This design comes from an exercise in tuning for small area, a short achievable clock period and few clock cycles on the open sky130 flow, not from production work.
Only the layout flow was run in this run; the RTL was not checked for function there.
Power and IR drop assume default switching activity.

--- flow/config.mk ---
export PLATFORM = sky130hd
export DESIGN_NAME = MPQ
export DESIGN_NICKNAME = MPQ
export VERILOG_FILES = /design/flow/design.v
export SDC_FILE = /design/flow/constraint.sdc
export NUM_CORES = 4
export LEC_CHECK = 0
export ABC_AREA = 1
export CAP_MARGIN = 20
export CORE_MARGIN = 2
export CORE_UTILIZATION = 35
export SLEW_MARGIN = 20
--- flow/constraint.sdc ---
create_clock -name core_clock -period 10.0 [get_ports {clk}]
set_input_delay 2.0000 -clock core_clock [delete_from_list [all_inputs] [get_ports {clk}]]
set_output_delay 2.0000 -clock core_clock [all_outputs]
set_load 0.01 [all_outputs]
--- flow/design.v ---
module MPQ(
    input clk,
    input rst,
    input data_valid,
    input [7:0] data,
    input cmd_valid,
    input [2:0] cmd,
    input [7:0] index,
    input [7:0] value,
    output reg busy,
    output reg RAM_valid,
    output [7:0] RAM_A,
    output reg [7:0] RAM_D,
    output reg done
);
    function gt8;
        input [7:0] a, b;
        reg [7:0] g, ge;
        reg [3:0] g2, ge2;
        reg [1:0] g4, ge4;
        integer k;
        begin
            g  = a & ~b;
            ge = a | ~b;
            for (k = 0; k < 4; k = k + 1) begin
                g2[k]  = g[2*k+1] | (ge[2*k+1] & g[2*k]);
                ge2[k] = g[2*k+1] | (ge[2*k+1] & ge[2*k]);
            end
            for (k = 0; k < 2; k = k + 1) begin
                g4[k]  = g2[2*k+1] | (ge2[2*k+1] & g2[2*k]);
                ge4[k] = g2[2*k+1] | (ge2[2*k+1] & ge2[2*k]);
            end
            gt8 = g4[1] | (ge4[1] & g4[0]);
        end
    endfunction
    function [1:0] cmp8;
        input [7:0] a, b;
        reg [7:0] g, ge;
        reg [3:0] g2, ge2;
        reg [1:0] g4, ge4;
        integer k;
        begin
            g  = a & ~b;
            ge = a | ~b;
            for (k = 0; k < 4; k = k + 1) begin
                g2[k]  = g[2*k+1] | (ge[2*k+1] & g[2*k]);
                ge2[k] = g[2*k+1] | (ge[2*k+1] & ge[2*k]);
            end
            for (k = 0; k < 2; k = k + 1) begin
                g4[k]  = g2[2*k+1] | (ge2[2*k+1] & g2[2*k]);
                ge4[k] = g2[2*k+1] | (ge2[2*k+1] & ge2[2*k]);
            end
            cmp8 = {g4[1] | (ge4[1] & g4[0]), g4[1] | (ge4[1] & ge4[0])};
        end
    endfunction
    reg [7:0] A [1:15];
    reg [3:0] size;
    reg       started;
    reg       m_upd;    
    reg       m_sup;    
    reg       m_ins;    
    reg       m_ext;    
    reg       m_stA;    
    reg [1:0] bph;      
    reg       m_hp;     
    reg       m_sdn;    
    reg [3:0]  pos;     
    reg [7:0]  vv;      
    reg [3:0]  sz;
    wire [7:0] a1n;      
    reg [15:0] p;       
    integer j;
    wire accept = cmd_valid & ~busy & started & ~data_valid;
    reg [3:0] size_n;
    always @(*) begin
        if (data_valid | m_ins)
            size_n = size + 4'd1;
        else if (m_ext)
            size_n = size - 4'd1;
        else
            size_n = size;
    end
    reg  [3:0] wa;
    wire [4:0] wa2 = {1'b0, wa} + 5'd2;
    wire wr_acc  = accept & (cmd == 3'd4);
    wire wr_cont = RAM_valid & (wa2 <= {1'b0, size});
    always @(posedge clk or posedge rst) begin
        if (rst) begin
            size <= 4'd0;
            started <= 1'b0;
            m_upd <= 1'b0;
            m_sup <= 1'b0;
            m_ins <= 1'b0;
            m_ext <= 1'b0;
            m_stA <= 1'b0;
            bph <= 2'd0;
            m_hp <= 1'b0;
            m_sdn <= 1'b0;
            busy <= 1'b0;
            RAM_valid <= 1'b0;
            done <= 1'b0;
        end else begin
            size <= size_n;
            if (data_valid)
                started <= 1'b1;
            m_upd <= data_valid | (accept & ((cmd == 3'd2) | (cmd == 3'd3)));
            m_sup <= accept & ((cmd == 3'd2) | (cmd == 3'd3));
            m_ins <= accept & (cmd == 3'd3);
            m_ext <= accept & (cmd == 3'd1);
            m_stA <= accept & (cmd == 3'd0);
            bph <= m_stA ? 2'd1 : (bph == 2'd1) ? 2'd2 : 2'd0;
            m_hp <= m_stA | (bph == 2'd1);
            m_sdn <= (accept & ((cmd == 3'd0) | (cmd == 3'd1))) | m_stA |
                     (bph == 2'd1);
            busy <= (accept & (cmd == 3'd0)) | m_stA |
                    (wr_acc & (size_n > 4'd1)) | (wr_cont & (wa2 != {1'b0, size}));
            RAM_valid <= (wr_acc & (size_n != 4'd0)) | wr_cont;
            done <= (wr_acc & (size_n <= 4'd1)) | (wr_cont & (wa2 == {1'b0, size}));
        end
    end
    always @(posedge clk) begin
        vv <= data_valid ? data : value;
        pos <= data_valid ? size_n : (cmd == 3'd3) ? size_n + 4'd1 : index[3:0];
        if (accept & ((cmd == 3'd2) | (cmd == 3'd3)))
            sz <= 4'd0;
        else
            sz <= (accept & (cmd == 3'd1)) ? size_n - 4'd1 : size_n;
        wa <= wr_cont ? wa + 4'd1 : 4'd0;
        RAM_D <= wr_cont ? NVL : a1n;
        p  <= p_n;
        p2 <= p_n[2] & ~pB_n;
        p3 <= p_n[3] & ~pB_n;
    end
    reg [15:0] p_n;
    reg        pB_n;
    reg        p2, p3;    
    always @(*) begin
        pB_n = 1'b0;
        if (wr_cont)
            p_n = {p[14:0], 1'b0};
        else if (wr_acc)
            p_n = 16'd1 << 2;
        else if (data_valid | (accept & ((cmd == 3'd2) | (cmd == 3'd3))))
            p_n = 16'd1;
        else if (m_stA) begin
            p_n = (16'd1 << 2) | (16'd1 << 3);
            pB_n = 1'b1;
        end else if (bph == 2'd1)
            p_n = 16'd1 << 1;
        else
            p_n = 16'd1 << size_n;
    end
    reg [7:0] NVb, NVL, NVR;
    always @(*) begin
        NVb = {8{p[0]}} & vv;
        for (j = 1; j <= 15; j = j + 1)
            if (j != 2 && j != 3)
                NVb = NVb | ({8{p[j]}} & A[j]);
        NVL = NVb | ({8{p[2]}} & A[2]) | ({8{p3}} & A[3]);
        NVR = NVb | ({8{p[3]}} & A[3]) | ({8{p2}} & A[2]);
    end
    assign RAM_A = {4'd0, wa};
    reg        rs  [1:7];    
    reg        lv  [1:7];    
    reg [7:0]  mcv [1:7];    
    reg        root[1:7];
    reg        onc [1:15];   
    reg        go  [1:7];    
    reg [1:0]  cm  [1:7];    
    reg        fr  [1:7];    
    always @(*) begin
        fr[1] = m_sup & ((pos[3] & pos[2]) | (~pos[3] & pos[2] & pos[1]) | (~pos[3] & ~pos[2] & pos[1] & pos[0]));
        fr[2] = m_sup & ((pos[3:2] == 2'b10) & pos[1] | (pos[3:1] == 3'b010) & pos[0]);
        fr[3] = m_sup & ((pos[3:2] == 2'b11) & pos[1] | (pos[3:1] == 3'b011) & pos[0]);
        for (j = 4; j <= 7; j = j + 1)
            fr[j] = m_sup & (pos[3:1] == j) & pos[0];
        for (j = 1; j <= 7; j = j + 1) begin
            lv[j]  = (2*j <= sz);
            rs[j]  = ((2*j+1 <= sz) && gt8(A[2*j+1], A[2*j])) || fr[j];
            mcv[j] = rs[j] ? A[2*j+1] : A[2*j];
        end
        root[1] = m_ext | (m_hp & p[1]);
        root[2] = m_hp & p[2];
        root[3] = m_hp & p[3];
        for (j = 1; j <= 7; j = j + 1)
            cm[j] = cmp8(mcv[j], (j >= 4 && m_stA) ? A[j] : (j == 3 || j >= 6) ? NVR : NVL);
        onc[1]  = root[1];
        go[1]   = onc[1] & lv[1] & cm[1][1];
        onc[2]  = root[2] | (go[1] & ~rs[1]);
        go[2]   = onc[2] & lv[2] & cm[2][1];
        onc[3]  = root[3] | (go[1] & rs[1]);
        go[3]   = onc[3] & lv[3] & cm[3][1];
        for (j = 4; j <= 7; j = j + 1) begin
            root[j] = m_stA;
            onc[j]  = m_stA | (go[j/2] & (rs[j/2] == j[0]));
            go[j]   = onc[j] & lv[j] & cm[j][1];
        end
        for (j = 8; j <= 15; j = j + 1)
            onc[j] = go[j/2] & (rs[j/2] == j[0]);
    end
    reg        su [1:7];
    reg        m1, m2, m3;
    wire [3:0] a1 = {1'b0, pos[3:1]};
    wire [3:0] a2 = {2'b0, pos[3:2]};
    wire       a3 = pos[3];
    always @(*) begin
        su[1] = gt8(vv, A[1]);
        for (j = 2; j <= 7; j = j + 1)
            su[j] = ~cm[j/2][0];
        m1 = m_sup && (a1 != 4'd0) && su[a1];
        m2 = m1 && (a2 != 4'd0) && su[a2];
        m3 = m2 && a3 && su[1];
    end
    reg        en   [1:15];
    reg        upch [1:15];   
    reg        dnpa [1:15];   
    always @(*) begin
        for (j = 1; j <= 15; j = j + 1) begin
            upch[j] = (j <= 7) && m_sdn && onc[j] && go[j];
            dnpa[j] = (j > 1) && ((m_sup && ((pos == j && m1) || (a1 == j && m2) || (a2 == j && m3))) ||
                                  (j >= 8 && m_stA && onc[j]));
            en[j]   = (m_upd && (pos == j || (m1 && a1 == j) || (m2 && a2 == j) || (m3 && j == 1))) ||
                      (m_sdn && onc[j] && (j >= 8 || go[j] || !root[j] || (j == 1 && m_ext)));
        end
    end
    reg [7:0] an [1:15];      
    always @(*) begin
        for (j = 1; j <= 15; j = j + 1)
            an[j] = !en[j] ? A[j] : upch[j] ? mcv[j] : dnpa[j] ? A[j/2] :
                    (j == 3 || j == 6 || j == 7 || j >= 12) ? NVR : NVL;
    end
    assign a1n = an[1];
    always @(posedge clk) begin
        for (j = 1; j <= 15; j = j + 1)
            A[j] <= an[j];
    end
endmodule
--- flow/flow/run.sh ---
#!/bin/bash
set -euo pipefail
bash standard.sh SETUP_SLACK_MARGIN=6 finish > make_finish.log 2>&1
--- flow/standard.sh ---
#!/bin/bash
# synth_recipe.tcl (not shown) runs the flow's synth.tcl, then flattens the netlist and writes it again
# the make line also repeats each setting of config.mk as NAME=value (left out here)
make -C /OpenROAD-flow-scripts/flow DESIGN_CONFIG=/design/flow/config.mk WORK_HOME=/design/flow/orfs CLKGATE_MAP_FILE= SYNTH_SCRIPT=/design/flow/synth_recipe.tcl "${@:-finish}"
==> impl_metrics.toml <==
[clock_tree]
clockRootBuffer = "clkbuf_16"
clock_sinks = 183
cts_buffers = 17
htreeDepth = 4
clockBufferDepth = 2
clk_pin_slew_ns = 0.07
cts_tree = "yes"
clk-insertion-delay-late_ns = 0.48

[flow_run]
drv_cap = 0

[cells_and_area]
synthToLayoutAreaGrowth_pct = 20.40
finalNonFillerCells = 2807
final_layout_size_suffix_gt1_frac = 0.1342
nNetsFinal = 2322
final_core_util = 0.4288

[floorplan]
die_area_um2 = 41120
num_io_pins = 50
die_h_um = 202.8
start_util = 0.3562
num_rows = 72
fp.coreArea_um2 = 38830
die_x_um = 202.8

[global_route]
grt_pass1_wl_um = 89130
overflow = 0
antenna_found_initial = 1
grt_pass1_vias = 14500
grtUsageTotal = 0.2918
grt_max_degree = 32

[route]
dr_wl_met2_um = 26190
dr_wl_met3_um = 6581
drt_iter0_markers = 2287
firstDrtPassIters = 8
route.detailed.drc = 0
met1_length_um = 24280
wl_um = 60600
ant_nets = 0
vias_per_cell = 5.603
wl_per_cell_um = 21.59
dr.max_layer_used = "met5"
vias = 15730

[worst_setup_path]
r2r_end = "A[9][2]"
path_class = "flip-flop to flip-flop"
r2r_slack_ns = 6.08
cp.arrival_ns = 4.14
crit_required_ns = 10.22
worst-r2r-cell-count = 15
cp-end-kind = "flip-flop"
worst_setup_path_start_kind = "flip-flop"
r2r-start = "sz[3]"
cp_max_fo = 11

[timing]
finalClockSkew_ns = 0.01717
tightestPinTransition_ns = 0.9485
hold_viol_final = 0
slew_headroom = 0.3677
setup_ws_ns = 6.078
fin_crit_sh = 0.3922
fin_tns_setup_ns = 0
period_needed_ns = 3.922
finalSetupViolCount = 0
fmax_ghz = 0.2550
drv_slew = 0
rsz0062_at_grt = "true"

[synthesis]
ys_types = 59
yosysWarnings = 16
ys_seq_area_frac = 0.3521
ys.flop_type = "edfxtp_1"
synth-seq-cells = 183
synth_area_per_cell_um2 = 6.481
synth_cells = 2134
synth_edf_count = 112
synthesis.area_um2 = 13830
async_flop_share = 0.09290

[pwr]
powerDensity_nw_per_um2 = 330.5
power_frac_comb = 0.651
power.internal_mw = 2.607
p_leak_nw = 7.918
pwr-share-seq = 0.222
irDropWorstVdd_v = 0.0001533
p_switching_mw = 2.896
p_sw_frac = 0.5262
p_clk_frac = 0.127

[place]
dp_cells = 2661
dp_slack_ns = 4.813
portBuffers = 41
dp_hpwl_um = 45410
routabilityCongestion = 1.050

[min_path]
holdPathEnd = "bph[1]"
whs_path_depth = 1
min_from = "bph[1]"
hold_class = "flip-flop to flip-flop"

[status]
outcome = "timing/DRC/antenna clean"
cells in the mapped netlist (11+ instances only):
cell	number	area (µm²)
clkbuf_1	16	60.06
dfrtp_1	17	425.4
a21oi_1	34	170.2
nand2_1	888	3333
inv_1	219	822.0
inv_2	14	52.55
or2_2	11	68.82
o21ai_0	104	520.5
nand3b_1	16	120.1
o22ai_1	43	269.0
ha_1	16	200.2
o21ai_1	54	270.3
nor2_1	104	390.4
nand2_2	29	181.4
nor3_1	27	135.1
edfxtp_1	112	3363
dfxtp_1	54	1081
nand3_1	212	1061
nand4_1	34	212.7
placed cells by master (no fill, tap or decap), drive strengths merged, types with 2 or more instances in the layout:
cell,netlist,routed
xor2,3,3
inv,233,231
dfxtp,54,54
clkinvlp,0,6
o21bai,2,2
nor3,27,27
o311ai,2,2
a31oi,9,9
clkdlybuf4s50,0,40
nand2,924,925
clkbuf,16,21
nand3b,16,16
nand4,34,34
o211ai,6,6
o221ai,3,3
buf,26,118
a21oi,38,38
dfrtp,17,17
clkinv,2,9
ha,16,16
bufinv,0,2
o2111ai,3,3
edfxtp,112,112
o32ai,3,3
and2,9,9
a21boi,15,15
conb,1,4
o22ai,45,45
or2,14,14
o21ai,165,165
nand3,219,219
nor2,111,111
layout make-up:
| class | count | area, µm² |
|---|---|---|
| inverters | 235 | 930.9 |
| repair buffers | 160 | 1379 |
| multi-input cells | 1678 | 8237 |
| fillers | 4037 | 22180 |
| clock inverters | 13 | 146.4 |
| clock buffers | 19 | 432.9 |
| diodes | 1 | 2.502 |
| well taps | 518 | 648.1 |
| flip-flops and latches | 183 | 4875 |
how the worst max path moves through the flow:
stage                to  startpoint  depth (start not counted)  slack [ns]
2_1_floorplan        p3  data_valid                          9        6.26
3_3_place_gp         p2  data_valid                         11        4.87
3_5_place_dp         p2  data_valid                         11        4.81
4_1_cts        A[11][1]    A[15][5]                         17        6.03
5_1_grt        A[13][0]       p[13]                         24        5.97
6_report        A[9][2]       sz[3]                         15        6.08
flip-flops by register name (all words and copies together) (netlist names):
name	flops
A	120
RAM_D	8
RAM_valid	1
bph	2
busy	1
done	1
m_ext	1
m_hp	1
m_ins	1
m_sdn	1
m_stA	1
m_sup	1
m_upd	1
p	16
p2	1
p3	1
pos	4
size	4
started	1
sz	4
vv	8
wa	4
through the flow:
step	area, µm²	hold slack, ns	total power, mW
2_1_floorplan	13840	0.4071	3.276
3_3_place_gp	14700	0.4182	4.271
3_5_place_dp	14700	0.4215	4.320
4_1_cts	15870	0.4414	5.215
5_1_grt	16650	0.4555	5.848
6_report	16650	0.4354	5.503
cell families after synthesis:
logic type | after synthesis | share of synthesized area
and+or+nand+nor | 1355 | 0.4197
AOI/OAI and AO/OA | 297 | 0.1285
buffers and inverters | 277 | 0.08170
DFF | 183 | 0.3521
adders and majority gates | 17 | 0.01520
xor gates and xnor gates | 4 | 0.002534
other | 1 | 0.0002712
power groups by stage:
| stage | combinational [mW] | sequential [mW] | clock, mW |
|---|---|---|---|
| after floorplan | 2.11 | 1.17 | 0 |
| after global placement | 3.04 | 1.23 | 0 |
| after detailed placement | 3.09 | 1.23 | 0 |
| after CTS | 3.30 | 1.21 | 0.702 |
| after global routing | 3.90 | 1.23 | 0.724 |
| final | 3.58 | 1.22 | 0.699 |
repair_timing:
action	CTS	global route
hold buffers	0	0
setup endpoints to repair	266	244
setup buffers	48	64
gates cloned	0	1
pin swaps	15	20
resized for setup	47	79
worst max-delay path, stage by stage (launching register included):
cell      delay [ns]
dfxtp_1         0.55
inv_1           0.31
o21ai_0         0.52
nand2_1         0.31
nand2_2         0.30
nand2_1         0.11
nand2_1         0.14
nor2_1          0.07
nand2_1         0.05
nand2_1         0.04
a21boi_0        0.33
nand2_1         0.15
nand4_1         0.37
nand2_2         0.25
nand2_1         0.11
nand2_1         0.05
metal layers:
metal  track usage  vias to the layer above
met1        0.3854                     7234
met5             0                        -
met4        0.1632                        2
met3       0.04944                      215
li1              -                     7309
met2        0.4530                      968

==> what the ideal ports hide <==
The flow's constraints put no driver on any port. The routed layout listed below was extracted and timed again, unchanged, in two steps.
Step 1 sets driving cells, clkbuf_16 on the clock port and buf_2 on the other inputs (assumed; they add their load-dependent delay and slew).
Step 2, shift: input delay + t, output delay - t, t = (earliest + latest rising clock arrival at the registers) / 2. This alone moves slack from input paths to output paths.
Three values: ideal ports, drivers, drivers and shift; two values: the first two.
t, ns: 0.522
setup slack, ns: 6.078 / 6.078 / 5.793
worst setup path at the end: input to register
After both steps this run still meets setup and hold. For this run, drivers alone change the setup slack by 0.000 ns; drivers and shift together by -0.285 ns.
